Context: an optimization exercise on an open-source flow, tuned for small area, a short achievable clock period and few clock cycles per item. The choices shown serve that exercise and are no tape-out recipe. Function was not checked in any run shown here: the RTL went through the layout flow alone. No activity file was given, so power comes from the tool's default toggle rates.

**flow/run.sh**
```bash
#!/bin/bash
# Layout flow: the standard ORFS flow, with two changes.
#  1. Synthesis is ORFS's own script (with the standard flow's -nofsm -noshare wrapper,
#     flatten and renaming, as in synth_recipe.tcl), but ABC maps with the
#     script in flow/abc.script (the logic feeding the output ports first,
#     with flow/abc_post.script if present), and full/half adder extraction
#     can be skipped.
#  2. The port buffers inserted during placement are buf cells instead of
#     the slow clkdlybuf cells that buffer_ports picks by default.
# Settings come from flow/params.sh. Each tool's output goes to its own log.
set -euo pipefail
HERE=$(pwd)
source "$HERE/flow/params.sh"
export MY_ABC_SCRIPT="$HERE/flow/abc.script"
if [ -f "$HERE/flow/abc_post.script" ]; then export MY_ABC_POST_SCRIPT="$HERE/flow/abc_post.script"; fi
export MY_NOFA
export BUFFER_PORTS_ARGS="-buffer_cell $PORT_BUFFER"
sed "s#SYNTH_SCRIPT=[^ ]*#SYNTH_SCRIPT=$HERE/flow/synth.tcl#" standard.sh > my_standard.sh
bash my_standard.sh finish > flow_make.log 2>&1
```
**flow/abc.script**
```
strash
dch
map -a
topo
stime -c
```
**flow/abc_post.script**
```
strash
dch
map -D 300
topo
stime -c
```
**flow/params.sh**
```bash
MY_NOFA=1
PORT_BUFFER=sky130_fd_sc_hd__buf_1
```
**flow/synth.tcl**
```tcl
# synth_recipe.tcl with hooks: abc runs flow/abc.script (MY_ABC_SCRIPT);
# when MY_ABC_POST_SCRIPT is set, the logic in the input cone of the output
# ports (back to the flip-flops) is mapped first, with that script; and
# extract_fa is skipped when MY_NOFA is 1.
proc synth {args} { yosys synth -nofsm -noshare {*}$args }
proc abc {args} {
  set out {}
  set skip 0
  foreach a $args {
    if {$skip} { set skip 0; continue }
    if {$a eq "-script" || $a eq "-D"} { set skip 1; continue }
    lappend out $a
  }
  if {[info exists ::env(MY_ABC_POST_SCRIPT)] && $::env(MY_ABC_POST_SCRIPT) ne ""} {
    set outp $out
    lappend outp -script $::env(MY_ABC_POST_SCRIPT)
    yosys select -set postcone o:* %ci*:-sky130_fd_sc_hd__dfxtp_1
    yosys abc {*}$outp @postcone
  }
  lappend out -script $::env(MY_ABC_SCRIPT)
  yosys abc {*}$out
}
if {$::env(MY_NOFA)} { proc extract_fa {args} {} }
source $::env(SCRIPTS_DIR)/synth.tcl
# left out here: clear keep_hierarchy, flatten, clean up, hide names made inside functions, write 1_2_yosys.v
```
**standard.sh**
```bash
#!/bin/bash
# synth_recipe.tcl (not shown) runs the flow's synth.tcl, then flattens the netlist and writes it again
# the make line also repeats each setting of config.mk as NAME=value (left out here)
make -C /OpenROAD-flow-scripts/flow DESIGN_CONFIG=/design/flow/config.mk WORK_HOME=/design/flow/orfs CLKGATE_MAP_FILE= SYNTH_SCRIPT=/design/flow/synth_recipe.tcl "${@:-finish}"
```
**config.mk**
```make
export PLATFORM = sky130hd
export DESIGN_NAME = sqrt_mult_system
export DESIGN_NICKNAME = sqrt_mult_system
export VERILOG_FILES = /design/flow/design.v
export SDC_FILE = /design/flow/constraint.sdc
export NUM_CORES = 4
export LEC_CHECK = 0
export CAP_MARGIN = 20
export CORE_MARGIN = 2
export CORE_UTILIZATION = 40
export SETUP_SLACK_MARGIN = 2.0
export SLEW_MARGIN = 20
```
**constraint.sdc**
```tcl
create_clock -name core_clock -period 5.0 [get_ports {clk_i}]
set_input_delay 1.0000 -clock core_clock [delete_from_list [all_inputs] [get_ports {clk_i}]]
set_output_delay 1.0000 -clock core_clock [all_outputs]
set_load 0.01 [all_outputs]
```
**design.v**
```verilog
module sqrt_mult_system (
    input clk_i,
    input rst_i,
    input start_i,
    input [7:0] a_bi,
    input [7:0] b_bi,
    output [15:0] result,
    output done
);
    wire [16:0] d;
    wire p000;
    wire p001;
    wire p002;
    wire p003;
    wire p004;
    wire p005;
    wire p006;
    wire p007;
    wire p008;
    wire p009;
    wire p010;
    wire p011;
    wire p012;
    wire p013;
    wire p014;
    wire p015;
    wire p016;
    wire p017;
    wire p018;
    wire p019;
    wire p020;
    wire p021;
    wire p022;
    wire p023;
    wire p024;
    wire p025;
    wire p026;
    wire p027;
    wire p028;
    wire p029;
    wire p030;
    wire p031;
    wire p032;
    wire p033;
    wire p034;
    wire p035;
    wire p036;
    wire p037;
    wire p038;
    wire p039;
    wire p040;
    wire p041;
    wire p042;
    wire p043;
    wire p044;
    wire p045;
    wire p046;
    wire p047;
    wire p048;
    wire p049;
    wire p050;
    wire p051;
    wire p052;
    wire p053;
    wire p054;
    wire p055;
    wire p056;
    wire p057;
    wire p058;
    wire p059;
    wire p060;
    wire p061;
    wire p062;
    wire p063;
    wire p064;
    wire p065;
    wire p066;
    wire p067;
    wire p068;
    wire p069;
    wire p070;
    wire p071;
    wire p072;
    wire p073;
    wire p074;
    wire p075;
    wire p076;
    wire p077;
    wire p078;
    wire p079;
    wire p080;
    wire p081;
    wire p082;
    wire p083;
    wire p084;
    wire p085;
    wire p086;
    wire p087;
    wire p088;
    wire p089;
    wire p090;
    wire p091;
    wire p092;
    wire p093;
    wire p094;
    wire p095;
    wire p096;
    wire p097;
    wire p098;
    wire p099;
    wire p100;
    wire p101;
    wire p102;
    wire p103;
    wire p104;
    wire p105;
    wire p106;
    wire p107;
    wire p108;
    wire p109;
    wire p110;
    wire p111;
    wire p112;
    wire p113;
    wire p114;
    wire p115;
    wire p116;
    wire p117;
    wire p118;
    wire p119;
    wire p120;
    wire p121;
    wire p122;
    wire p123;
    wire p124;
    wire p125;
    wire p126;
    wire p127;
    wire p128;
    wire p129;
    wire p130;
    wire p131;
    wire p132;
    wire p133;
    wire p134;
    wire p135;
    wire p136;
    wire p137;
    wire p138;
    wire p139;
    wire p140;
    wire p141;
    wire p142;
    wire p143;
    wire p144;
    wire p145;
    wire p146;
    wire p147;
    wire p148;
    wire p149;
    wire p150;
    wire p151;
    wire p152;
    wire p153;
    wire p154;
    wire p155;
    wire p156;
    wire p157;
    wire p158;
    wire p159;
    wire p160;
    wire p161;
    wire p162;
    wire p163;
    wire p164;
    wire p165;
    wire p166;
    wire p167;
    wire p168;
    wire p169;
    wire p170;
    wire p171;
    wire p172;
    wire p173;
    wire p174;
    wire p175;
    wire p176;
    wire p177;
    wire p178;
    wire p179;
    wire p180;
    wire p181;
    wire p182;
    wire p183;
    wire p184;
    wire p185;
    wire p186;
    wire p187;
    wire p188;
    wire p189;
    wire p190;
    wire p191;
    wire p192;
    wire p193;
    wire p194;
    wire p195;
    wire p196;
    wire p197;
    wire p198;
    wire p199;
    wire p200;
    wire p201;
    wire p202;
    wire p203;
    wire p204;
    wire p205;
    wire p206;
    wire p207;
    wire p208;
    wire p209;
    wire p210;
    wire p211;
    wire p212;
    wire p213;
    wire p214;
    wire p215;
    wire p216;
    wire p217;
    wire p218;
    wire p219;
    wire p220;
    wire p221;
    wire p222;
    wire p223;
    wire p224;
    wire p225;
    wire p226;
    wire p227;
    wire p228;
    wire p229;
    wire p230;
    wire p231;
    wire p232;
    wire p233;
    wire p234;
    wire p235;
    wire p236;
    wire p237;
    wire p238;
    wire p239;
    wire p240;
    wire p241;
    wire p242;
    wire p243;
    wire p244;
    wire p245;
    wire p246;
    wire p247;
    wire p248;
    wire p249;
    wire p250;
    wire p251;
    wire p252;
    wire p253;
    wire p254;
    wire p255;
    wire p256;
    wire p257;
    wire p258;
    wire p259;
    wire p260;
    wire p261;
    wire p262;
    wire p263;
    wire p264;
    wire p265;
    wire p266;
    wire p267;
    wire p268;
    wire p269;
    wire p270;
    wire p271;
    wire p272;
    wire p273;
    wire p274;
    wire p275;
    wire p276;
    wire p277;
    wire p278;
    wire p279;
    wire p280;
    wire p281;
    wire p282;
    wire p283;
    wire p284;
    wire p285;
    wire p286;
    wire p287;
    wire p288;
    wire p289;
    wire p290;
    wire p291;
    wire p292;
    wire p293;
    wire p294;
    wire p295;
    wire p296;
    wire p297;
    wire p298;
    wire p299;
    wire p300;
    wire p301;
    wire p302;
    wire p303;
    wire p304;
    wire p305;
    wire p306;
    wire p307;
    wire p308;
    wire p309;
    wire p310;
    wire p311;
    wire p312;
    wire p313;
    wire p314;
    wire p315;
    wire p316;
    wire p317;
    wire p318;
    wire p319;
    wire p320;
    wire p321;
    wire p322;
    wire p323;
    wire p324;
    wire p325;
    wire p326;
    wire p327;
    wire p328;
    wire p329;
    wire p330;
    wire p331;
    wire p332;
    wire p333;
    wire p334;
    wire p335;
    wire p336;
    wire p337;
    wire p338;
    wire p339;
    wire p340;
    wire p341;
    wire p342;
    wire p343;
    wire p344;
    wire p345;
    wire p346;
    wire p347;
    wire p348;
    wire p349;
    wire p350;
    wire p351;
    wire p352;
    wire p353;
    wire p354;
    wire p355;
    wire p356;
    wire p357;
    wire p358;
    wire p359;
    wire p360;
    wire p361;
    wire p362;
    wire p363;
    wire p364;
    wire p365;
    wire p366;
    wire p367;
    wire p368;
    wire p369;
    wire p370;
    wire p371;
    wire p372;
    wire p373;
    wire p374;
    wire p375;
    wire p376;
    wire p377;
    wire p378;
    wire p379;
    wire p380;
    wire p381;
    wire p382;
    wire p383;
    wire p384;
    wire p385;
    wire p386;
    wire p387;
    wire p388;
    wire fl_p0;
    wire hv9;
    wire hv8;
    wire hv7;
    wire hv6;
    wire hv5;
    wire hv4;
    wire lv9;
    wire lv8;
    wire lv7;
    wire lv6;
    wire lv1;
    wire lv0;
    wire fl_k1_3g;
    wire fl_x1;
    wire fl_x2;
    wire fl_x3;
    assign p227 = b_bi[5] & b_bi[7];
    assign p238 = ~b_bi[2];
    assign p249 = ~b_bi[1];
    assign p260 = ~b_bi[0];
    assign p271 = p260 & p249;
    assign p282 = p271 & p238;
    assign p293 = ~p282;
    assign p304 = p293 & b_bi[3];
    assign p314 = p304 & p227;
    assign p324 = ~p314;
    assign p333 = ~b_bi[4];
    assign p334 = ~b_bi[3];
    assign p335 = p238 & p334;
    assign p336 = ~b_bi[6];
    assign p337 = b_bi[7] & p336;
    assign p338 = ~p337;
    assign p339 = p338 & p335;
    assign p340 = p339 & p333;
    assign p341 = ~p340;
    assign p342 = p227 & b_bi[4];
    assign p343 = ~p342;
    assign p344 = p343 & p341;
    assign p345 = p344 & p324;
    assign p346 = ~p345;
    assign p347 = p227 & b_bi[6];
    assign p348 = ~p347;
    assign p349 = ~b_bi[7];
    assign p350 = ~b_bi[5];
    assign p351 = p350 & p349;
    assign p352 = ~p271;
    assign p353 = p352 & p336;
    assign p354 = ~p353;
    assign p355 = p354 & p351;
    assign p356 = ~p355;
    assign p357 = p356 & p348;
    assign p358 = p357 & p346;
    assign p359 = ~p358;
    assign p360 = p335 & p271;
    assign p361 = p360 & p333;
    assign p362 = ~p361;
    assign p363 = p362 & p347;
    assign p364 = ~p363;
    assign p365 = p333 & p350;
    assign p366 = p365 & p336;
    assign p367 = p349 & p238;
    assign p368 = p367 & p271;
    assign p369 = ~p368;
    assign p370 = p349 & p334;
    assign p371 = ~p370;
    assign p372 = p371 & p369;
    assign p373 = p372 & p366;
    assign p374 = ~p373;
    assign p375 = p374 & p364;
    assign p376 = b_bi[6] & p238;
    assign p377 = p376 & p271;
    assign p378 = ~p377;
    assign p379 = b_bi[6] & p334;
    assign p380 = ~p379;
    assign p381 = p380 & p378;
    assign p382 = ~p360;
    assign p383 = b_bi[5] & p349;
    assign p384 = p383 & b_bi[4];
    assign p385 = p384 & p382;
    assign p386 = p385 & p381;
    assign p387 = ~p386;
    assign p388 = p336 & p238;
    assign p000 = p388 & p271;
    assign p001 = ~p000;
    assign p002 = p336 & p334;
    assign p003 = ~p002;
    assign p004 = p003 & p001;
    assign p005 = p351 & b_bi[4];
    assign p006 = p005 & p382;
    assign p007 = p006 & p004;
    assign p008 = ~p007;
    assign p009 = p008 & p387;
    assign p010 = p009 & p375;
    assign p011 = p010 & p359;
    assign p012 = ~p011;
    assign p013 = ~a_bi[2];
    assign p014 = ~a_bi[0];
    assign p015 = p014 & a_bi[1];
    assign p016 = ~p015;
    assign p017 = p016 & p013;
    assign p018 = ~p017;
    assign p019 = p387 & p013;
    assign p020 = p019 & p375;
    assign p021 = ~p020;
    assign p022 = p021 & p018;
    assign p023 = p022 & p012;
    assign p024 = p387 & p375;
    assign p025 = ~p024;
    assign p026 = p015 & a_bi[2];
    assign p027 = p026 & p025;
    assign p028 = ~p027;
    assign p029 = ~p366;
    assign p030 = p349 & p336;
    assign p031 = ~p030;
    assign p032 = p029 & b_bi[7];
    assign p033 = ~p032;
    assign p034 = p033 & p031;
    assign p035 = ~p034;
    assign p036 = p035 & p029;
    assign p037 = p036 & a_bi[0];
    assign p038 = p037 & p028;
    assign p039 = p038 & p023;
    assign p040 = ~p039;
    assign p041 = ~p351;
    assign p042 = p041 & p338;
    assign p043 = ~p042;
    assign p044 = ~p335;
    assign p045 = p338 & p044;
    assign p046 = p045 & p366;
    assign p047 = ~p046;
    assign p048 = p047 & p043;
    assign p049 = ~p048;
    assign p050 = p049 & p387;
    assign p051 = p050 & p375;
    assign p052 = p051 & p359;
    assign p053 = p052 & a_bi[1];
    assign p054 = p053 & p037;
    assign p055 = ~p054;
    assign p056 = p055 & p040;
    assign p057 = p028 & p023;
    assign p058 = ~p057;
    assign p059 = ~p037;
    assign p060 = ~p053;
    assign p061 = p060 & p059;
    assign p062 = p061 & p058;
    assign p063 = ~p062;
    assign fl_p0 = p063 & p056;
    assign p064 = ~a_bi[6];
    assign p065 = ~a_bi[4];
    assign p066 = a_bi[0] & a_bi[1];
    assign p067 = ~p066;
    assign p068 = p067 & p013;
    assign p069 = ~p068;
    assign p070 = p069 & a_bi[3];
    assign p071 = ~p070;
    assign p072 = p071 & p065;
    assign p073 = ~p072;
    assign p074 = p073 & a_bi[5];
    assign p075 = ~p074;
    assign p076 = p075 & p064;
    assign p077 = ~p076;
    assign p078 = p077 & a_bi[7];
    assign hv9 = p078 & p032;
    assign p079 = ~p078;
    assign p080 = ~a_bi[7];
    assign p081 = ~a_bi[5];
    assign p082 = ~a_bi[3];
    assign p083 = a_bi[1] & a_bi[2];
    assign p084 = ~p083;
    assign p085 = p084 & p082;
    assign p086 = ~p085;
    assign p087 = p086 & a_bi[4];
    assign p088 = ~p087;
    assign p089 = p088 & p081;
    assign p090 = ~p089;
    assign p091 = p090 & a_bi[6];
    assign p092 = ~p091;
    assign p093 = p092 & p080;
    assign p094 = ~p093;
    assign p095 = p094 & p079;
    assign p096 = p095 & p032;
    assign p097 = ~p096;
    assign p098 = p034 & a_bi[7];
    assign p099 = ~p098;
    assign p100 = p099 & p097;
    assign hv8 = ~p100;
    assign p101 = ~p365;
    assign p102 = p030 & p101;
    assign p103 = p102 & a_bi[7];
    assign p104 = ~p103;
    assign p105 = p034 & a_bi[6];
    assign p106 = ~p105;
    assign p107 = p106 & p104;
    assign p108 = p092 & p077;
    assign p109 = p108 & a_bi[7];
    assign p110 = ~p109;
    assign p111 = ~p108;
    assign p112 = p111 & p080;
    assign p113 = ~p112;
    assign p114 = p113 & p110;
    assign p115 = p114 & p032;
    assign p116 = ~p115;
    assign p117 = p116 & p107;
    assign hv7 = ~p117;
    assign p118 = p102 & a_bi[6];
    assign p119 = ~p118;
    assign p120 = p034 & a_bi[5];
    assign p121 = ~p120;
    assign p122 = p121 & p119;
    assign p123 = p090 & p075;
    assign p124 = ~p123;
    assign p125 = p124 & a_bi[6];
    assign p126 = ~p125;
    assign p127 = p123 & p064;
    assign p128 = ~p127;
    assign p129 = p128 & p126;
    assign p130 = ~p129;
    assign p131 = p130 & p032;
    assign p132 = ~p131;
    assign p133 = p132 & p122;
    assign hv6 = ~p133;
    assign p134 = p102 & a_bi[5];
    assign p135 = ~p134;
    assign p136 = p034 & a_bi[4];
    assign p137 = ~p136;
    assign p138 = p137 & p135;
    assign p139 = p088 & p073;
    assign p140 = p139 & a_bi[5];
    assign p141 = ~p140;
    assign p142 = ~p139;
    assign p143 = p142 & p081;
    assign p144 = ~p143;
    assign p145 = p144 & p141;
    assign p146 = p145 & p032;
    assign p147 = ~p146;
    assign p148 = p147 & p138;
    assign hv5 = ~p148;
    assign p149 = p102 & a_bi[4];
    assign p150 = ~p149;
    assign p151 = p034 & a_bi[3];
    assign p152 = ~p151;
    assign p153 = p152 & p150;
    assign p154 = p086 & p071;
    assign p155 = p154 & a_bi[4];
    assign p156 = ~p155;
    assign p157 = ~p154;
    assign p158 = p157 & p065;
    assign p159 = ~p158;
    assign p160 = p159 & p156;
    assign p161 = p160 & p032;
    assign p162 = ~p161;
    assign p163 = p162 & p153;
    assign hv4 = ~p163;
    assign lv9 = p078 & p025;
    assign p164 = p095 & p025;
    assign p165 = ~p164;
    assign p166 = p052 & a_bi[7];
    assign p167 = ~p166;
    assign p168 = p167 & p165;
    assign lv8 = ~p168;
    assign p169 = p114 & p025;
    assign p170 = ~p169;
    assign p171 = p008 & p359;
    assign p172 = ~p171;
    assign p173 = p172 & a_bi[7];
    assign p174 = ~p173;
    assign p175 = p174 & p170;
    assign p176 = p052 & a_bi[6];
    assign p177 = ~p176;
    assign p178 = p177 & p175;
    assign lv7 = ~p178;
    assign p179 = p130 & p025;
    assign p180 = ~p179;
    assign p181 = p172 & a_bi[6];
    assign p182 = ~p181;
    assign p183 = p182 & p180;
    assign p184 = p052 & a_bi[5];
    assign p185 = ~p184;
    assign p186 = p185 & p183;
    assign lv6 = ~p186;
    assign p187 = p025 & p015;
    assign p188 = ~p187;
    assign p189 = p172 & a_bi[1];
    assign p190 = ~p189;
    assign p191 = p190 & p188;
    assign p192 = ~p052;
    assign p193 = ~a_bi[1];
    assign p194 = p025 & p193;
    assign p195 = ~p194;
    assign p196 = p195 & p192;
    assign p197 = ~p196;
    assign p198 = p197 & a_bi[0];
    assign p199 = ~p198;
    assign p200 = p199 & p191;
    assign lv1 = ~p200;
    assign lv0 = p012 & a_bi[0];
    assign p201 = p015 & b_bi[7];
    assign p202 = ~p201;
    assign p203 = p202 & a_bi[2];
    assign p204 = ~p203;
    assign p205 = p201 & p013;
    assign p206 = ~p205;
    assign p207 = p206 & p204;
    assign p208 = ~p207;
    assign p209 = p208 & p036;
    assign p210 = ~p209;
    assign p211 = p034 & a_bi[1];
    assign p212 = ~p211;
    assign p213 = p212 & p210;
    assign p214 = ~p213;
    assign p215 = p007 & a_bi[4];
    assign p216 = ~p215;
    assign p217 = p357 & a_bi[4];
    assign p218 = p217 & p346;
    assign p219 = ~p218;
    assign p220 = p219 & p216;
    assign p221 = p160 & p025;
    assign p222 = ~p221;
    assign p223 = p222 & p220;
    assign p224 = p052 & a_bi[3];
    assign p225 = ~p224;
    assign p226 = p225 & p223;
    assign p228 = ~p226;
    assign p229 = p228 & p214;
    assign p230 = ~p229;
    assign p231 = p036 & a_bi[1];
    assign p232 = ~p231;
    assign p233 = p031 & a_bi[0];
    assign p234 = ~p233;
    assign p235 = p234 & p232;
    assign p236 = ~p235;
    assign p237 = p066 & p032;
    assign p239 = ~p237;
    assign p240 = p239 & p236;
    assign p241 = p007 & a_bi[3];
    assign p242 = ~p241;
    assign p243 = p357 & a_bi[3];
    assign p244 = p243 & p346;
    assign p245 = ~p244;
    assign p246 = p245 & p242;
    assign p247 = p084 & p069;
    assign p248 = p247 & a_bi[3];
    assign p250 = ~p248;
    assign p251 = ~p247;
    assign p252 = p251 & p082;
    assign p253 = ~p252;
    assign p254 = p253 & p250;
    assign p255 = p254 & p025;
    assign p256 = ~p255;
    assign p257 = p256 & p246;
    assign p258 = p052 & a_bi[2];
    assign p259 = ~p258;
    assign p261 = p259 & p257;
    assign p262 = ~p261;
    assign p263 = p262 & p240;
    assign p264 = ~p263;
    assign p265 = p264 & p056;
    assign p266 = ~p265;
    assign p267 = p226 & p213;
    assign p268 = ~p267;
    assign p269 = ~p240;
    assign p270 = p261 & p269;
    assign p272 = ~p270;
    assign p273 = p272 & p268;
    assign p274 = p273 & p266;
    assign p275 = ~p274;
    assign p276 = p275 & p230;
    assign p277 = p145 & p025;
    assign p278 = ~p277;
    assign p279 = p172 & a_bi[5];
    assign p280 = ~p279;
    assign p281 = p280 & p278;
    assign p283 = p052 & a_bi[4];
    assign p284 = ~p283;
    assign p285 = p284 & p281;
    assign p286 = p102 & a_bi[3];
    assign p287 = ~p286;
    assign p288 = p034 & a_bi[2];
    assign p289 = ~p288;
    assign p290 = p289 & p287;
    assign p291 = p254 & p032;
    assign p292 = ~p291;
    assign p294 = p292 & p290;
    assign p295 = ~p294;
    assign p296 = p295 & p285;
    assign p297 = ~p296;
    assign p298 = ~p285;
    assign p299 = p294 & p298;
    assign p300 = ~p299;
    assign p301 = p300 & p297;
    assign p302 = ~p301;
    assign p303 = p302 & p276;
    assign p305 = ~p303;
    assign p306 = p294 & p285;
    assign p307 = ~p306;
    assign fl_k1_3g = p307 & p305;
    assign p308 = ~p056;
    assign p309 = p272 & p264;
    assign p310 = ~p309;
    assign p311 = p310 & p308;
    assign p312 = ~p311;
    assign p313 = p309 & p056;
    assign p315 = ~p313;
    assign p316 = p315 & p312;
    assign fl_x1 = ~p316;
    assign p317 = p228 & p214;
    assign p318 = ~p317;
    assign p319 = p318 & p268;
    assign p320 = ~p319;
    assign p321 = p272 & p266;
    assign p322 = p321 & p320;
    assign p323 = ~p322;
    assign p325 = ~p321;
    assign p326 = p325 & p319;
    assign p327 = ~p326;
    assign p328 = p327 & p323;
    assign fl_x2 = ~p328;
    assign p329 = ~p276;
    assign p330 = p301 & p329;
    assign p331 = ~p330;
    assign p332 = p331 & p305;
    assign fl_x3 = ~p332;
    assign d = { hv9, hv8, hv7, hv6, hv5, hv4, lv9, lv8, lv7, lv6, fl_k1_3g, fl_x3, fl_x2, fl_x1, fl_p0, lv1, lv0 };
    reg        done_r;
    reg [5:0] res_lo;
    reg        cy_r;
    reg [3:0] up_lo;
    reg [5:0] up_hi;
    always @(posedge clk_i) begin
        done_r <= start_i & ~rst_i;
        {up_hi, up_lo, cy_r, res_lo} <= d;
    end
    wire [5:0] u;
    wire q000;
    wire q001;
    wire q002;
    wire q003;
    wire q004;
    wire q005;
    wire q006;
    wire q007;
    wire q008;
    wire q009;
    wire q010;
    wire q011;
    wire q012;
    wire q013;
    wire q014;
    wire q015;
    wire q016;
    wire q017;
    wire q018;
    wire q019;
    wire q020;
    wire q021;
    wire q022;
    wire q023;
    wire q024;
    wire q025;
    wire q026;
    wire q027;
    wire q028;
    wire q029;
    wire q030;
    wire q031;
    wire q032;
    wire q033;
    wire q034;
    wire q035;
    wire q036;
    wire q037;
    wire q038;
    wire q039;
    wire q040;
    wire q041;
    wire q042;
    wire q043;
    wire q044;
    wire q045;
    wire q046;
    wire q047;
    wire q048;
    wire q049;
    wire q050;
    wire q051;
    wire q052;
    wire q053;
    wire q054;
    wire q055;
    wire q056;
    wire q057;
    wire q058;
    wire q059;
    wire q060;
    wire q061;
    wire q062;
    wire q063;
    wire q064;
    wire q065;
    wire q066;
    wire q067;
    wire q068;
    wire q069;
    wire q070;
    wire q071;
    wire q072;
    wire q073;
    wire q074;
    wire q075;
    wire q076;
    wire q077;
    wire q078;
    wire q079;
    wire q080;
    wire q081;
    wire q082;
    wire q083;
    wire q084;
    wire q085;
    wire q086;
    wire q087;
    wire q088;
    wire q089;
    wire q090;
    wire q091;
    wire q092;
    wire q093;
    wire q094;
    wire q095;
    wire q096;
    wire q097;
    wire q098;
    wire q099;
    wire q100;
    wire q101;
    wire q102;
    wire q103;
    wire q104;
    wire q105;
    wire q106;
    wire q107;
    wire q108;
    wire q109;
    wire fu_x0;
    wire fu_x1;
    wire fu_x2;
    wire fu_x3;
    wire fu_x4;
    wire fu_x5;
    assign q032 = ~cy_r;
    assign q033 = q032 & up_lo[0];
    assign q034 = ~q033;
    assign q035 = ~up_lo[0];
    assign q036 = cy_r & q035;
    assign q037 = ~q036;
    assign q038 = q037 & q034;
    assign q039 = ~q038;
    assign q040 = q039 & up_hi[0];
    assign q041 = ~q040;
    assign q042 = ~up_hi[0];
    assign q043 = q038 & q042;
    assign q044 = ~q043;
    assign fu_x0 = q044 & q041;
    assign q045 = cy_r & up_lo[0];
    assign q046 = ~q045;
    assign q047 = q032 & q035;
    assign q048 = ~q047;
    assign q049 = q048 & up_hi[0];
    assign q050 = ~q049;
    assign q051 = q050 & q046;
    assign q052 = ~q051;
    assign q053 = ~up_hi[1];
    assign q054 = ~up_lo[1];
    assign q055 = q054 & q053;
    assign q056 = ~q055;
    assign q057 = up_lo[1] & up_hi[1];
    assign q058 = ~q057;
    assign q059 = q058 & q056;
    assign q060 = q059 & q052;
    assign q061 = ~q060;
    assign q062 = ~q059;
    assign q063 = q062 & q051;
    assign q064 = ~q063;
    assign fu_x1 = q064 & q061;
    assign q065 = q058 & q046;
    assign q066 = q065 & q050;
    assign q067 = ~q066;
    assign q068 = q067 & q056;
    assign q069 = ~up_lo[2];
    assign q070 = q069 & up_hi[2];
    assign q071 = ~q070;
    assign q072 = ~up_hi[2];
    assign q073 = up_lo[2] & q072;
    assign q074 = ~q073;
    assign q075 = q074 & q071;
    assign q076 = ~q075;
    assign q077 = q076 & q068;
    assign q078 = ~q077;
    assign q079 = ~q068;
    assign q080 = q075 & q079;
    assign q081 = ~q080;
    assign fu_x2 = q081 & q078;
    assign q082 = ~up_hi[3];
    assign q083 = ~up_lo[3];
    assign q084 = q083 & q082;
    assign q085 = ~q084;
    assign q086 = up_lo[3] & up_hi[3];
    assign q087 = ~q086;
    assign q088 = q087 & q085;
    assign q089 = ~q088;
    assign q090 = q069 & q072;
    assign q091 = ~q090;
    assign q092 = up_lo[2] & up_hi[2];
    assign q093 = ~q092;
    assign q094 = q093 & q058;
    assign q095 = ~q094;
    assign q096 = q095 & q091;
    assign q097 = ~q096;
    assign q098 = q076 & q059;
    assign q099 = q098 & q052;
    assign q100 = ~q099;
    assign q101 = q100 & q097;
    assign q102 = ~q101;
    assign q103 = q102 & q089;
    assign q104 = ~q103;
    assign q105 = q101 & q088;
    assign q106 = ~q105;
    assign q107 = q106 & q104;
    assign fu_x3 = ~q107;
    assign q108 = q097 & q087;
    assign q109 = q108 & q100;
    assign q000 = ~q109;
    assign q001 = ~up_hi[4];
    assign q002 = q085 & q001;
    assign q003 = q002 & q000;
    assign q004 = ~q003;
    assign q005 = q088 & q076;
    assign q006 = q005 & q068;
    assign q007 = ~q006;
    assign q008 = q092 & q085;
    assign q009 = ~q008;
    assign q010 = q009 & q087;
    assign q011 = q010 & up_hi[4];
    assign q012 = q011 & q007;
    assign q013 = ~q012;
    assign q014 = q013 & q004;
    assign fu_x4 = ~q014;
    assign q015 = q088 & up_hi[4];
    assign q016 = q015 & q099;
    assign q017 = ~q016;
    assign q018 = q015 & q096;
    assign q019 = ~q018;
    assign q020 = q086 & up_hi[4];
    assign q021 = ~q020;
    assign q022 = q021 & up_hi[5];
    assign q023 = q022 & q019;
    assign q024 = q023 & q017;
    assign q025 = ~q024;
    assign q026 = ~up_hi[5];
    assign q027 = q026 & up_hi[4];
    assign q028 = q027 & q085;
    assign q029 = q028 & q000;
    assign q030 = ~q029;
    assign q031 = q030 & q025;
    assign fu_x5 = ~q031;
    assign u = { fu_x5, fu_x4, fu_x3, fu_x2, fu_x1, fu_x0 };
    assign result = {4'b0, u, res_lo};
    assign done   = done_r;
endmodule
```
==> flow_summary_export.csv, run 1 <==
group,metric,value,unit
sta,max_freq,0.354,GHz
synthesis,netlist_instances,216,
layout,final_common_cell,"nand2_1",
clock_tree,numCtsBuffers,3,
worst_hold_path,holdCritPathClass,"primary input to register",
critical_path,worstPathRequired,5.17,ns
critical_path,max_stage_delay,0.33,ns
worst_hold_path,holdPathEnd,"done_r",
sta,setup_violations,0,
critical_path,critPathBufInv,2,
layout,nets,264,
floorplan,dieWidth,63.0,um
worst_hold_path,holdPathStages,2,
job,drv_cap,0,
layout,area_growth_syn_to_layout,12.3,%
pwr,total_power,437,uW
pwr,power.density,280,nW/um^2
sta,finalMaxSlewViolations,0,
drt,drc_errors,0,
drt,vias,1456,
critical_path,cp_top_family,"simple AND/OR/NAND/NOR gates",
layout,seq_area,360,sq um
global_routing,grtUsageTotal,15.9,%
floorplan,coreArea,3340,sq um
clock_tree,cts.clk_slew.worst_paths,0.09,ns
floorplan,rows,21,
critical_path,cp.depth,13,
floorplan,initial_core_util,41.7,%
layout,diodes,0,
layout,fillCellCount,381,
floorplan,die_h,63.0,um
synthesis,yosysWarnings,1,
layout,multiInputGateArea,897,sq um
global_routing,grt-ovfl-total,0,
critical_path,critical_path_arrival,2.99,ns
clock_tree,cts_tree,"yes",
drt,vias_per_cell,5.04,
pwr,peakVddDrop,0.0725,mV
global_routing,antenna_found_initial,0,
place,dp_hpwl,2460,um
place,placedInstanceArea,1500,sq um
critical_path,worst_setup_path_start_kind,"primary input",
clock_tree,cts_root_buffer,"clkbuf_4",
drt,wl_per_cell,10.2,um
sta,hold_viol,0,
clock_tree,h-tree-depth,1,
synthesis,syn_area,1390,sq um
drt,drtIter0Drc,66,
status,outcome,"timing/DRC/antenna clean",
synthesis,synth_seq_cells,18,
critical_path,critPathCaptureType,"register",
critical_path,cp_cell_sequence,"buf_1 > nor2_1 > clkinv_1 > nor2_2 > o21ai_0 > a21oi_2 > nand2_2 > nand2_1 > o2111ai_1 > or2_2 > nand3_1 > nand2_1 > xor2_1",
synthesis,synthDistinctLibCells,23,
drt,dr.pass1.iters,4,
critical_path,crit_type,"primary input to register",
sta,min_period,2.83,ns
clock_tree,cts_hold_buf,0,
place,port_buffers,31,
drt,drt_wl_total,2960,um
global_routing,grt_pass1_vias,1256,
sta,tns,0,ns
synthesis,syn_area_per_cell,6.44,sq um
layout,fin_area,1560,sq um
floorplan,pin_count,36,
global_routing,grt_max_degree,10,
critical_path,critPathMaxFanout,8,
sta,rsz0062_at_grt,"no",
global_routing,grt_pass1_wl,5270,um
sta,finalCritPeriodShare,56.5,%
floorplan,die-area,3960,sq um
critical_path,slowest_stage,"or2_2",
drt,drtAntennaViolNets,0,
clock_tree,clk_path_buf_depth,2,
synthesis,yosysSeqAreaShare,25.9,%
worst_hold_path,hp-start,"rst_i",
clock_tree,cts.sinks,18,
layout,drive_above_1_share,8.23,%
critical_path,crit_top_cell,"nand2_1",
place,globalplace.congestion,0.852,
layout,mostFrequentLayoutCells,"nand2_1 (35), nor2_1 (33), buf_1 (29)",
pwr,leakagePower,0.606,nW
where the power goes:
part | switching [mW] | leakage [nW] | internal [mW]
registers | 0.0108 | 0.151 | 0.170
clock network | 0.0366 | 0.0138 | 0.0278
logic | 0.123 | 0.441 | 0.0690
total | 0.170 | 0.606 | 0.266
metal layers:
layer / part of all wire [%] / global-route usage, %
met5: 0 / 0
met4: 0.81 / 5.00
met3: 3.9 / 2.16
met2: 46 / 25.5
met1: 49 / 21.9
layout make-up:
class,count,area share [%]
tap,46,3.69
sequential,18,23.1
timing repair buffer,31,7.61
multi-input combinational,163,57.5
inverter,28,6.73
clock buffer,3,1.44
sequential cells by signal (all words and copies together), names as in the netlist:
register / cells
up_lo: 4
cy_r: 1
done_r: 1
up_hi: 6
res_lo: 6
synthesized netlist by cell type (all sizes together):
master	count	area, sq um
nand2	37	139
nor2	35	131
clkinv	28	105
dfxtp	18	360
o21ai	15	75.1
xor2	12	105
buf	10	75.1
a21oi	8	40.0
nand3	8	40.0
a22oi	7	52.6
a31oi	6	37.5
nand4	5	31.3
o221ai	5	43.8
nor3	4	20.0
and2	3	22.5
o22ai	3	18.8
a31o	2	17.5
o2111ai	2	17.5
o211ai	2	15.0
o21a	2	15.0
o2bb2ai	2	17.5
conb	1	3.75
or2	1	6.26
worst max path at each step:
stage | from | end | slack, ns
after CTS | b_bi[7] | res_lo[5] | 2.05
after global routing | b_bi[0] | res_lo[5] | 1.97
final | b_bi[0] | res_lo[5] | 2.17
after floorplan | b_bi[0] | res_lo[5] | 2.23
after global placement | b_bi[7] | res_lo[5] | 1.63
after detailed placement | b_bi[7] | res_lo[5] | 1.64
cells by family after synthesis:
group	count (synthesis)	share of synthesized area, %
xor+xnor	12	7.56
compound gates	54	25.2
other cells	1	0.270
buf+inv	38	13.0
flops	18	25.9
simple gates	93	28.1
what timing repair did:
action                                  4_1_cts  5_1_grt
endpoints found under the setup margin        1        4
gates resized for setup                       1       11
setup buffers                                 0        0
stage by stage:
step / std cells / setup WS (ns) / utilization (%) / hold WS, ns
after detailed placement: 286 / 1.64 / 45.0 / 1.16
final: 289 / 2.17 / 46.8 / 0.862
after CTS: 289 / 2.05 / 45.8 / 0.855
after global placement: 286 / 1.63 / 45.0 / 1.15
after global routing: 289 / 1.97 / 46.8 / 0.840
after floorplan: 219 / 2.23 / - / 1.07
==> inputs of run 2 (changes only) <==
--- a/config.mk
+++ b/config.mk
@@ -8,5 +8,5 @@
 export CAP_MARGIN = 20
 export CORE_MARGIN = 2
 export CORE_UTILIZATION = 40
-export SETUP_SLACK_MARGIN = 2.0
+export SETUP_SLACK_MARGIN = 2.3
 export SLEW_MARGIN = 20
==> flow_summary_export.csv, run 2 <==
group,metric,value,unit
critical_path,startpoint,"b_bi[1]",
synthesis,yosysTopAreaCell,"dfxtp_1",
sta,hold_viol,0,
synthesis,syn_area,1390,sq um
critical_path,critPathMaxFanout,8,
layout,drive_above_1_share,16.4,%
job,drv_cap,0,
critical_path,crit_end,"res_lo[5]",
pwr,leakagePower,0.664,nW
drt,drtIter0Drc,51,
sta,min_period,2.62,ns
sta,finalCritPeriodShare,52.3,%
sta,rsz0062_at_grt,"no",
sta,finalMaxSlewViolations,0,
sta,setup_slack,2.38,ns
global_routing,grt-ovfl-total,0,
synthesis,synth_seq_cells,18,
layout,final_common_cell,"nand2_1",
synthesis,async_reset_ff_share,0,%
pwr,peakVddDrop,0.0857,mV
synthesis,synth_top_area_share,25.9,%
drt,drtAntennaViolNets,0,
synthesis,synth.most_common_cell,"nand2_1",
critical_path,critical_path_arrival,2.80,ns
drt,vias_per_cell,4.93,
layout,diodes,0,
place,dp_hpwl,2520,um
place,globalplace.congestion,0.893,
synthesis,syn_area_per_cell,6.44,sq um
synthesis,synth_common_cells,"nand2_1 (37), nor2_1 (35), clkinv_1 (28)",
clock_tree,numCtsBuffers,3,
floorplan,rows,21,
synthesis,synthDistinctLibCells,23,
floorplan,die-area,3960,sq um
floorplan,dieWidth,63.0,um
clock_tree,cts_tree,"yes",
layout,area_growth_syn_to_layout,20.3,%
synthesis,netlist_instances,216,
sta,tns,0,ns
global_routing,grtUsageTotal,16.1,%
layout,nets,270,
global_routing,grt_pass1_vias,1268,
clock_tree,h-tree-depth,1,
drt,dr.pass1.iters,4,
critical_path,worstPathRequired,5.18,ns
floorplan,pin_count,36,
global_routing,grt_pass1_wl,5260,um
sta,max_freq,0.382,GHz
synthesis,yosys-top-cells-area,"dfxtp_1 (26%), nand2_1 (10%), nor2_1 (9.5%)",
floorplan,coreArea,3340,sq um
drt,wl_per_cell,10.6,um
critical_path,worst_setup_path_start_kind,"primary input",
clock_tree,cts_hold_buf,0,
clock_tree,clk_path_buf_depth,2,
clock_tree,cts.sinks,18,
layout,fin_area,1670,sq um
floorplan,die_h,63.0,um
status,outcome,"timing/DRC/antenna clean",
floorplan,initial_core_util,41.7,%
place,port_buffers,31,
clock_tree,cts_root_buffer,"clkbuf_4",
synthesis,yosysWarnings,1,
place,post-place-ws,1.76,ns
pwr,power.density,279,nW/um^2
synthesis,synth-edff-count,0,
critical_path,critPathCaptureType,"register",
place,placedInstanceArea,1530,sq um
critical_path,crit_type,"primary input to register",
worst_hold_path,holdCritPathClass,"primary input to register",
synthesis,ys_dominant_reg_cell,"dfxtp_1",
drt,drc_errors,0,
global_routing,grt_max_degree,11,
sta,setup_violations,0,
synthesis,yosysSeqAreaShare,25.9,%
drt,vias,1458,
drt,drt_wl_total,3130,um
layout,mostFrequentLayoutCells,"nand2_1 (35), nor2_1 (28), buf_1 (27)",
global_routing,antenna_found_initial,0,
clock_tree,cts.clk_slew.worst_paths,0.10,ns
run 2: changes by cell type in the layout (fill, tap and decap cells not counted), moves of 2 or more:
cell	previous run	this run
buf_2	0	2
clkinv_1	27	22
buf_1	29	27
inv_2	1	3
buf_4	0	6
nor2_2	2	5
nor2_1	33	28
nor2_4	0	2
clkinv_2	0	2
run 2: metrics by stage:
| stage | total power [mW] | instances | util (%) | hold WS (ns) |
|---|---|---|---|---|
| floorplan | 0.346 | 219 | - | 1.07 |
| global placement | 0.375 | 286 | 46.0 | 1.15 |
| detailed placement | 0.374 | 286 | 46.0 | 1.16 |
| CTS | 0.462 | 291 | 47.8 | 0.835 |
| global route | 0.505 | 296 | 50.1 | 0.849 |
| finish | 0.466 | 296 | 50.1 | 0.850 |
run 2: layer usage:
layer | up-vias | wire length, um | GRT usage (%)
met3 | 4 | 81 | 1.62
met5 | - | 0 | 0
met1 | 636 | 1510 | 21.1
met4 | 0 | 43 | 8.06
met2 | 25 | 1490 | 26.1
li1 | 793 | - | -
run 2: where the power goes:
group | leakage, nW | internal, mW | switching, mW | total, mW
Clock | 0.0210 | 0.0443 | 0.0403 | 0.0846
Sequential | 0.151 | 0.170 | 0.0112 | 0.181
Combinational | 0.492 | 0.0746 | 0.126 | 0.201
Total | 0.664 | 0.288 | 0.178 | 0.466
run 2: layout make-up:
type                       instances  area (sq um)
multi-input combinational        163           941
fill                             392          1670
timing repair buffer              37           166
tap                               46          57.6
clock buffer                       4          36.3
inverter                          28           110
sequential                        18           360
run 2: worst min path at each step:
stage | startpoint | end | slack (ns) | depth (start not counted)
detailed placement | rst_i | done_r | 1.16 | 2
global route | rst_i | done_r | 0.85 | 2
finish | rst_i | done_r | 0.85 | 2
floorplan | rst_i | done_r | 1.07 | 1
CTS | rst_i | done_r | 0.84 | 2
global placement | rst_i | done_r | 1.15 | 2
run 2: logic make-up (layout without fill, tap and decap cells):
logic type,after synthesis,count (layout),share of synthesized area (%)
AO/OA/AOI/OAI,54,54,25.2
XOR/XNOR,12,12,7.56
buffers and inverters,38,69,13.0
flip-flops,18,18,25.9
other,1,4,0.270
AND/OR/NAND/NOR,93,93,28.1
run 2: timing repair:
action,in CTS,in global routing
buffers inserted,1,5
pin swaps,1,8
endpoints found under the setup margin,4,4
gates resized for setup,6,16
run 2: worst max-delay path, stage by stage:
cell and delay [ns]:
buf_1 0.08, nor2_2 0.14, clkinv_2 0.10, nor2_4 0.13, o21ai_2 0.09, a21oi_4 0.20, buf_4 0.15, nand2_4 0.07
nand2_1 0.07, o2111ai_1 0.13, or2_2 0.32, nand3_1 0.11, nand2_1 0.07, xor2_1 0.13
==> inputs of run 3 (changes only) <==
--- a/config.mk
+++ b/config.mk
@@ -8,5 +8,5 @@
 export CAP_MARGIN = 20
 export CORE_MARGIN = 2
 export CORE_UTILIZATION = 40
-export SETUP_SLACK_MARGIN = 2.3
+export SETUP_SLACK_MARGIN = 2.6
 export SLEW_MARGIN = 20
==> flow_summary_export.csv, run 3 <==
group,metric,value,unit
clock_tree,cts_hold_buf,0,
critical_path,critPathCaptureType,"register",
place,dp_hpwl,2550,um
job,drv_cap,0,
clock_tree,cts.sinks,18,
clock_tree,clk_path_buf_depth,2,
global_routing,grt_max_degree,11,
sta,setup_slack,2.55,ns
place,placedInstanceArea,1550,sq um
sta,setup_violations,0,
floorplan,die_h,63.0,um
synthesis,ys_dominant_reg_cell,"dfxtp_1",
status,outcome,"timing/DRC/antenna clean",
floorplan,dieWidth,63.0,um
global_routing,grt_pass1_vias,1455,
drt,drtAntennaViolNets,0,
synthesis,async_reset_ff_share,0,%
synthesis,yosysWarnings,1,
global_routing,grtUsageTotal,18.5,%
global_routing,antenna_found_initial,0,
layout,final_common_cell,"nand2_1",
place,placedCellCount,286,
drt,dr.pass1.iters,4,
drt,drtIter0Drc,45,
floorplan,die-area,3960,sq um
floorplan,coreArea,3340,sq um
synthesis,synth_top_area_share,25.9,%
synthesis,syn_area_per_cell,6.44,sq um
drt,wl_per_cell,12.1,um
place,globalplace.congestion,0.894,
synthesis,synthDistinctLibCells,23,
floorplan,pin_count,36,
sta,tns,0,ns
drt,drt_wl_total,3750,um
critical_path,critical_path_arrival,2.63,ns
layout,nets,284,
sta,finalCritPeriodShare,49.0,%
synthesis,yosysTopAreaCell,"dfxtp_1",
layout,fillCellCount,309,
sta,hold_viol,0,
clock_tree,cts.clk_slew.worst_paths,0.10,ns
sta,min_period,2.45,ns
critical_path,worst_setup_path_start_kind,"primary input",
global_routing,grt-ovfl-total,0,
layout,area_growth_syn_to_layout,47.1,%
worst_hold_path,holdCritPathClass,"primary input to register",
synthesis,synth_seq_cells,18,
clock_tree,cts_root_buffer,"clkbuf_4",
synthesis,synth_common_cells,"nand2_1 (37), nor2_1 (35), clkinv_1 (28)",
layout,mostFrequentLayoutCells,"nand2_1 (27), buf_4 (21), nor2_1 (19)",
pwr,peakVddDrop,0.128,mV
critical_path,worstPathRequired,5.18,ns
synthesis,netlist_instances,216,
synthesis,yosys-top-cells-area,"dfxtp_1 (26%), nand2_1 (10%), nor2_1 (9.5%)",
synthesis,syn_area,1390,sq um
drt,vias,1622,
pwr,leakagePower,0.832,nW
place,port_buffers,31,
drt,vias_per_cell,5.23,
clock_tree,cts_tree,"yes",
pwr,power.density,270,nW/um^2
sta,rsz0062_at_grt,"yes",
sta,finalMaxSlewViolations,0,
layout,fin_area,2040,sq um
layout,final_cells,310,
clock_tree,h-tree-depth,1,
floorplan,initial_core_util,41.7,%
place,post-place-ws,1.67,ns
layout,diodes,0,
synthesis,synth-edff-count,0,
critical_path,crit_type,"primary input to register",
synthesis,synth.most_common_cell,"nand2_1",
sta,max_freq,0.408,GHz
layout,drive_above_1_share,40.9,%
drt,drc_errors,0,
critical_path,critPathMaxFanout,4,
synthesis,yosysSeqAreaShare,25.9,%
floorplan,rows,21,
clock_tree,numCtsBuffers,3,
sta,fin_hold_ws,0.854,ns
global_routing,grt_pass1_wl,6070,um
## run 3: cell types whose count changed in the layout (fill, tap and decap cells not counted), sizes merged
cell / delta
buf: +13
clkbuf: +1
inv: +4
clkinv: -4
## run 3: layout make-up
class	count	area (sq um)	area share, %
Inverter	28	130	6.36
Sequential cell	18	372	18.2
Tap cell	46	57.6	2.82
Clock buffer	4	36.3	1.77
Timing Repair Buffer	51	315	15.4
Multi-Input combinational cell	163	1130	55.4
## run 3: final timing paths
kind | startpoint | to | slack (ns) | cells past startpoint
min | rst_i | done_r | 0.85 | 2
max | b_bi[2] | res_lo[5] | 2.55 | 14
## run 3: power by group
| part | leakage [nW] | switching (mW) | internal, mW |
|---|---|---|---|
| Combinational | 0.659 | 0.156 | 0.118 |
| Clock | 0.0210 | 0.0451 | 0.0443 |
| Sequential | 0.152 | 0.0171 | 0.171 |
| Total | 0.832 | 0.218 | 0.334 |
## run 3: critical path: stages
cell	delay, ns
buf_2	0.13
nor2_4	0.11
nand2_2	0.05
buf_4	0.13
o221ai_4	0.18
nand2_2	0.12
nand3_4	0.12
inv_2	0.04
nand2_1	0.06
o2111ai_2	0.11
or2_4	0.27
nand3_2	0.09
nand2_1	0.06
xor2_1	0.13
## run 3: stage by stage
stage	util (%)	power, mW
2_1_floorplan	-	0.348
3_3_place_gp	46.3	0.377
3_5_place_dp	46.3	0.378
4_1_cts	56.0	0.511
5_1_grt	61.3	0.592
6_report	61.3	0.552
## run 3: logic make-up (layout without fill, tap and decap cells)
family	count (synthesis)	count (layout)	synth area share, %
AOI/OAI and AO/OA	54	54	25.2
buffers and inverters	38	83	13.0
DFF	18	18	25.9
other	1	4	0.270
and+or+nand+nor	93	93	28.1
xor gates and xnor gates	12	12	7.56
## run 3: metal layers
layer	global-route usage [%]	vias up	wire length, um
met4	6.94	0	73
met2	33.5	49	1960
li1	-	826	-
met3	2.52	10	159
met1	22.0	737	1560
met5	0	-	0
## run 3: timing repair
item | CTS | global route
buffers inserted | 13 | 7
pin swaps | 20 | 21
setup endpoints to repair | 11 | 10
resized for setup | 68 | 44

==> static timing again, ports no longer ideal <==
Ports are ideal in the flow. The routed layouts listed here were re-timed in OpenROAD.
Step 1: set_driving_cell puts a clkbuf_16 on clk_i and a buf_2 on each other input, an assumption about the parent block.
Step 2 adds t to the input delays and takes it off the output delays; t is the mean of the earliest and latest rising clock arrival at the registers after step 1. Input paths then give back, and output paths get back, about the clock's delay inside the block.
Slacks: ideal ports / drivers / drivers and shift; pairs: ideal ports / drivers.
| run | t, ns | setup slack, ns | hold slack, ns | worst setup path at the end | latest minus earliest clock arrival (ns) |
|---|---|---|---|---|---|
| run 1 | 0.292 | 2.173 / 2.173 / 1.881 | 0.862 / 0.863 / 1.155 | input to register | 0.002 / 0.003 |
| run 2 | 0.302 | 2.384 / 2.386 / 2.084 | 0.850 / 0.850 / 1.152 | input to register | 0.005 / 0.006 |
| run 3 | 0.308 | 2.551 / 2.551 / 2.244 | 0.854 / 0.856 / 1.165 | input to register | 0.008 / 0.009 |
After both steps every run listed still meets setup and hold. The setup slack of run 3, which loses most, moves by 0.000 ns with the drivers and by -0.307 ns with both steps.
